From an optimization exercise on the open Yosys and OpenROAD flow, aimed at small area; shortcuts taken in it are not production practice. Function was checked by simulation only, so behaviour that the tests miss may differ from the original. Power and IR drop assume default switching activity.

===== design.v =====
module MIPS(
    clk,
    rst_n,
    in_valid,
    instruction,
	output_reg,
    out_valid,
    out_1,
	out_2,
	out_3,
	out_4,
	instruction_fail
);
input clk;
input rst_n;
input in_valid;
input [31:0] instruction;
input [19:0] output_reg;
output logic out_valid, instruction_fail;
output logic [31:0] out_1, out_2, out_3, out_4;
logic out_valid_comb;
logic [31:0] out_1_comb, out_2_comb, out_3_comb, out_4_comb;
logic instruction_fail_comb;
logic [31:0] judge;
logic [31:0] address[0:5], address_reg[0:5];
logic [31:0] ins_reg1, ins_reg1_comb, ins_reg2;
logic [31:0] write_value, write_value_reg, rt, rs, write_value1, write_value2;
logic [2:0] write_address, write_address_reg, rs_index, rt_index, rd_index;
logic [19:0] out_reg1, out_reg1_comb, out_reg2, out_reg3;
logic fail, fail_reg, in_valid1, in_valid1_comb, in_valid2, in_valid3;
logic func_judge;
assign judge = 32'b10000000100001110000000100000000;
assign ins_reg1_comb = (in_valid) ? instruction : 0;
assign out_reg1_comb = (in_valid) ? output_reg : 0;
always_ff @(posedge clk or negedge rst_n) begin
    if(!rst_n) 
        ins_reg1 <= 0;
    else
        ins_reg1 <= ins_reg1_comb;
end
always_ff @(posedge clk ) begin
    out_reg1 <= out_reg1_comb;
end
always_ff @(posedge clk or negedge rst_n) begin
    if(!rst_n) 
        in_valid1 <= 0;
    else
        in_valid1 <= in_valid;
end
always_ff @(posedge clk ) begin
    ins_reg2 <= ins_reg1;
end
always_ff @(posedge clk) begin
    out_reg2 <= out_reg1;
end
always_ff @(posedge clk or negedge rst_n) begin
    if(!rst_n) 
        in_valid2 <= 0;
    else
        in_valid2 <= in_valid1;
end
always_ff @(posedge clk or negedge rst_n) begin
    if(!rst_n) 
        out_valid_comb <= 0;
    else
        out_valid_comb <= in_valid2;
end
assign rs_index = {ins_reg2[25]^ins_reg2[21],ins_reg2[24],ins_reg2[22]};
assign rt_index = {ins_reg2[20]^ins_reg2[16],ins_reg2[19],ins_reg2[17]};
assign rd_index = {ins_reg2[15]^ins_reg2[11],ins_reg2[14],ins_reg2[12]};
assign rs = address[rs_index];
assign rt = address[rt_index];
assign write_value1 = rs + ins_reg2[15:0];
always_comb begin
    func_judge = 0;
    case(ins_reg2[5:0])
        6'b100000: begin write_value2 = rs + rt; end
        6'b100100: begin write_value2 = rs & rt; end
        6'b100101: begin write_value2 = rs | rt; end
        6'b100111: begin write_value2 = ~(rs | rt); end
        6'b000000: begin write_value2 = rt << ins_reg2[10:6]; end
        6'b000010: begin write_value2 = rt >> ins_reg2[10:6]; end
        default: begin write_value2 = 0; func_judge = 1; end
    endcase
end
assign fail = ((ins_reg2[31:30] || ins_reg2[28:26]) || (!(judge[ins_reg2[25:21]] && judge[ins_reg2[20:16]]))) || ((!(ins_reg2[29] || judge[ins_reg2[15:11]]))||(!ins_reg2[29] && func_judge) );
assign write_value = (ins_reg2[29]) ? write_value1 : write_value2;
assign write_address = (ins_reg2[29]) ? rt_index : rd_index;
always_ff @(posedge clk) begin
    fail_reg <= fail;
end
always_ff @(posedge clk) begin
    write_address_reg <= write_address;
end
always_ff @(posedge clk) begin
    write_value_reg <= write_value;
end
always_ff @(posedge clk) begin
    out_reg3 <= out_reg2;
end
always_comb begin
    for (int k=0;k<6;k++) address[k] = address_reg[k];
    if(out_valid_comb && !fail_reg)
        address[write_address_reg] = write_value_reg;
end
always_ff @(posedge clk or negedge rst_n) begin
    if(!rst_n)
        for (int k=0;k<6;k++) address_reg[k] <= 0;
    else
        for (int k=0;k<6;k++) address_reg[k] <= address[k];
end
assign instruction_fail_comb = (out_valid_comb) ? fail_reg : 0;
assign out_1_comb = (fail_reg) ? 0 : address[{out_reg3[4]^out_reg3[0],out_reg3[3],out_reg3[1]}];
assign out_2_comb = (fail_reg) ? 0 : address[{out_reg3[9]^out_reg3[5],out_reg3[8],out_reg3[6]}];
assign out_3_comb = (fail_reg) ? 0 : address[{out_reg3[14]^out_reg3[10],out_reg3[13],out_reg3[11]}];
assign out_4_comb = (fail_reg) ? 0 : address[{out_reg3[19]^out_reg3[15],out_reg3[18],out_reg3[16]}];
always_ff @(posedge clk or negedge rst_n) begin
    if(!rst_n)
        out_valid <= 0;
    else 
        out_valid <= out_valid_comb;
end
always_ff @(posedge clk or negedge rst_n) begin
    if(!rst_n)
        out_1 <= 0;
    else 
        out_1 <= out_1_comb;
end
always_ff @(posedge clk or negedge rst_n) begin
    if(!rst_n)
        out_2 <= 0;
    else 
        out_2 <= out_2_comb;
end
always_ff @(posedge clk or negedge rst_n) begin
    if(!rst_n)
        out_3 <= 0;
    else 
        out_3 <= out_3_comb;
end
always_ff @(posedge clk or negedge rst_n) begin
    if(!rst_n)
        out_4 <= 0;
    else 
        out_4 <= out_4_comb;
end
always_ff @(posedge clk or negedge rst_n) begin
    if(!rst_n)
        instruction_fail <= 0;
    else 
        instruction_fail <= instruction_fail_comb;
end
endmodule

===== run.sh =====
#!/bin/bash
# synth_recipe.tcl (not shown) runs the flow's synth.tcl, then flattens the netlist and writes it again
# the make line also repeats each setting of config.mk as NAME=value (left out here)
make -C /OpenROAD-flow-scripts/flow DESIGN_CONFIG=/design/flow/config.mk WORK_HOME=/design/flow/orfs CLKGATE_MAP_FILE= SYNTH_SCRIPT=/design/flow/synth_recipe.tcl finish

===== config.mk =====
export PLATFORM = sky130hd
export DESIGN_NAME = MIPS
export DESIGN_NICKNAME = MIPS
export VERILOG_FILES = /design/flow/design.v
export SDC_FILE = /design/flow/constraint.sdc
export NUM_CORES = 4
export LEC_CHECK = 0
export CAP_MARGIN = 20
export CORE_MARGIN = 2
export CORE_UTILIZATION = 40
export SLEW_MARGIN = 20

===== constraint.sdc =====
create_clock -name core_clock -period 6.5 [get_ports {clk}]
set_input_delay 1.3000 -clock core_clock [delete_from_list [all_inputs] [get_ports {clk}]]
set_output_delay 1.3000 -clock core_clock [all_outputs]
set_load 0.01 [all_outputs]

==> flow_summary.yaml <==
die:
  die_h_um: 277
  io_pins: 185
  coreArea_mm2: 0.0742
  die_x_um: 277
  initial_core_util: 0.403
  die_area_mm2: 0.0769
  row_count: 100
setup_path:
  r2r_end: "write_value_reg[28]"
  rrSetupSlack_ns: 0.56
  crit_required_ns: 7.01
  cp-start-kind: "register"
  r2r_start: "out_valid_comb"
  crit_type: "register to register"
  cp-end-kind: "register"
  rr_worst_depth: 21
  critPathMaxFanout: 23
  crit_arrival_ns: 6.45
timing:
  drv_slew: 0
  rsz0062_at_grt: "no"
  fmax_mhz: 168
  skew_ns: 0.0643
  finalHoldViolCount: 0
  period_needed_ns: 5.94
  max_slew.worst_pin.slew_ns: 1.22
  fin_crit_sh: 0.914
  finalSetupViolCount: 0
  tns_ns: 0
  relSlewSlack: 0.178
placement:
  place_inst: 4641
  routabilityCongestion: 1.09
  port_buffers: 180
  dp_hpwl_um: 101000
  placed_area_mm2: 0.0345
logic_synthesis:
  synth_area_per_cell_um2: 8.72
  synthCells: 3425
  syn_area_mm2: 0.0299
  yosysWarnings: 3
  synth-edff-count: 0
  ys_types: 89
  synth_fp_nets: 3562
  synth_seq_cells: 473
  async_reset_ff_frac: 0.755
  yosysSeqAreaShare: 0.377
  synth-main-ff-cell: "dfrtp_1"
finish:
  syn2layout_area_growth_pct: 22.1
  nets: 3865
  stdcell_count: 4743
  largest_reg_flops: 192
  n_fill_cell: 7107
  fin_area_mm2: 0.0365
  drive_gt1_frac: 0.138
clocking:
  cts_tree: "done"
  clockBufferDepth: 3
  hold_buffers: 0
  cts_made_buffers: 54
  htree_num_levels: 2
  postCtsSetupRepairBufs: 0
  path_clk_slew_ns: 0.06
  ctsResizeCount: 0
  clock_latency_ns: 0.67
  cts.root.buffer_cell: "clkbuf_16"
  clock-sinks: 473
power:
  cellPowerDensity_mw_per_mm2: 236
  ir_drop_uv: 232
  pwr-share-seq: 0.359
  clkPwrFrac: 0.390
  leakagePower_nw: 16.7
  swShare: 0.338
  p_int_w: 0.00571
  combPwrFrac: 0.251
  switching_power_w: 0.00292
global_routing:
  grt_pass1_vias: 30309
  grt_pass1_wl_um: 213000
  antenna_found_initial: 3
  grt-ovfl-total: 0
  grt_max_degree: 136
  grtUsageTotal: 0.374
route:
  routedWlPerCell_um: 31.5
  post_drt_via_cell_ratio: 6.76
  vias: 32065
  wirelength_um: 149000
  drt_iter0_drc: 4945
  post-route-drc-count: 0
  drt-pass1-iter-count: 12
  drtAntennaViolNets: 0
worst_hold_path:
  hold_end: "out_reg3[4]"
  whs_path_depth: 0
  min_path_type: "register to register"
  hold_start: "out_reg2[4]"
status:
  outcome: "no timing/DRC/antenna violations"
flow_run:
  drv_cap: 0
## routing by layer
layer / GRT usage / wire length, um
met1: 0.489 / 56400
met2: 0.535 / 60800
met3: 0.131 / 21400
met4: 0.215 / 10500
met5: 0 / 128
## synth_stat cells (all sizes together) (13+ instances only)
| master | count | area share |
|---|---|---|
| nand2 | 151 | 0.019 |
| mux2 | 14 | 0.0053 |
| a21boi | 23 | 0.0058 |
| nor2 | 295 | 0.037 |
| a31oi | 25 | 0.0059 |
| o22ai | 500 | 0.10 |
| a222oi | 13 | 0.0044 |
| buf | 51 | 0.0097 |
| a21o | 25 | 0.0063 |
| nor3 | 162 | 0.027 |
| o211ai | 18 | 0.0045 |
| and2 | 55 | 0.012 |
| a211oi | 21 | 0.0054 |
| nand3 | 64 | 0.011 |
| o21ai | 113 | 0.019 |
| o221ai | 33 | 0.0097 |
| nand2b | 25 | 0.0052 |
| mux2i | 269 | 0.093 |
| dfrtp | 357 | 0.30 |
| o32a | 30 | 0.010 |
| ha | 80 | 0.034 |
| nor2b | 13 | 0.0027 |
| a22oi | 52 | 0.013 |
| xnor2 | 77 | 0.023 |
| xor2 | 14 | 0.0041 |
| dfxtp | 116 | 0.078 |
| inv | 272 | 0.034 |
| clkbuf | 202 | 0.025 |
| a21oi | 93 | 0.016 |
| or4 | 19 | 0.0048 |
| a221oi | 26 | 0.0076 |
## power by group through the flow
stage	clock [W]	combinational [W]	sequential, W
finish	0.00336	0.00217	0.00310
global route	0.00352	0.00222	0.00310
CTS	0.00341	0.00204	0.00309
detailed placement	0	0.00203	0.00315
global placement	0	0.00204	0.00315
floorplan	0	0.00112	0.00311
## layout by cell type (no fill, tap or decap), drive strengths merged, types with 52 or more instances in the layout
master	Yosys	final
nor3	162	162
nand2	151	151
dfxtp	116	116
a21oi	93	93
a22oi	52	52
clkdlybuf4s50	0	178
dfrtp	357	357
ha	80	80
o22ai	500	500
clkbuf	202	72
inv	272	276
xnor2	77	77
and2	55	55
buf	51	322
nand3	64	64
nor2	295	295
o21ai	113	113
mux2i	269	269
## area by class of cell
| cell class | instances | area, um2 | share of cell area |
|---|---|---|---|
| multi-input combinational | 2425 | 16700 | 0.457 |
| clock buffer | 72 | 1540 | 0.0423 |
| sequential | 473 | 11300 | 0.309 |
| clock inverter | 29 | 450 | 0.0123 |
| tap | 969 | 1210 | 0.0332 |
| timing repair buffer | 500 | 4320 | 0.118 |
| inverter | 274 | 1030 | 0.0282 |
| antenna | 1 | 2.50 | 0.0000686 |
## how the worst max path moves through the flow
stage | start | endpoint | slack, ns | depth (start not counted)
final | out_valid_comb | write_value_reg[28] | 0.56 | 21
after global routing | out_valid_comb | write_value_reg[26] | 0.34 | 21
after CTS | out_valid_comb | write_value_reg[30] | 0.73 | 22
after detailed placement | out_valid_comb | write_value_reg[30] | 0.76 | 22
after global placement | out_valid_comb | write_value_reg[30] | 0.81 | 22
after floorplan | fail_reg | write_value_reg[30] | 1.46 | 20
## worst max-delay path, stage by stage (launching register included)
cell      delay, ns
dfrtp_1        0.42
nor3b_4        0.43
and3b_2        0.36
buf_12         0.31
mux2i_1        0.28
o22ai_1        0.10
or4_1          0.42
a21boi_0       0.15
buf_4          0.20
fa_1           0.43
a211oi_1       0.36
nor4_1         0.11
nor2_1         0.15
a21oi_1        0.09
buf_4          0.17
o211ai_1       0.19
a211oi_1       0.12
buf_4          0.17
a311oi_1       0.69
a21oi_1        0.17
xnor2_1        0.17
o311ai_1       0.30
## cell families (layout without fill, tap and decap cells)
| kind of cell | count (synthesis) | in the layout | synth area share |
|---|---|---|---|
| other cells | 0 | 1 | 0 |
| mux | 291 | 291 | 0.104 |
| simple gates | 850 | 850 | 0.135 |
| buf+inv | 527 | 875 | 0.0695 |
| fa+ha+maj | 82 | 82 | 0.0348 |
| flops | 473 | 473 | 0.377 |
| xor+xnor | 91 | 91 | 0.0267 |
| compound gates | 1111 | 1111 | 0.253 |
## through the flow
stage	utilization	power [W]	hold slack, ns	worst slack (ns)
floorplan	-	0.00422	0.310	1.46
global placement	0.465	0.00519	0.311	0.812
detailed placement	0.465	0.00518	0.312	0.762
CTS	0.492	0.00853	0.321	0.729
global route	0.492	0.00884	0.324	0.338
finish	0.492	0.00863	0.321	0.556

==> what the ideal ports hide <==
The flow's constraints put no driver on any port. The routed layout listed below was extracted and timed again, unchanged, in two steps.
Step 1 (the two cells are an assumption about what drives the block):
set clk [get_ports {clk}]
set_driving_cell -lib_cell sky130_fd_sc_hd__clkbuf_16 $clk
set_driving_cell -lib_cell sky130_fd_sc_hd__buf_2 [delete_from_list [all_inputs] $clk]
Step 2, shift: input delay + t, output delay - t, t = (earliest + latest rising clock arrival at the registers) / 2. This alone moves slack from input paths to output paths.
Three values: ideal ports, drivers, drivers and shift; two values: the first two.
shift t [ns]: 0.703
setup WS [ns]: 0.556 / 0.556 / 0.556
worst hold slack (ns): 0.321 / 0.321 / 0.321
slew at the worst register clock pin (ns): 0.07 / 0.07
cell pins on the clock port's net: 1
After both steps setup and hold are still met in this run. For this run, drivers alone change the setup slack by 0.000 ns; drivers and shift together by 0.000 ns.
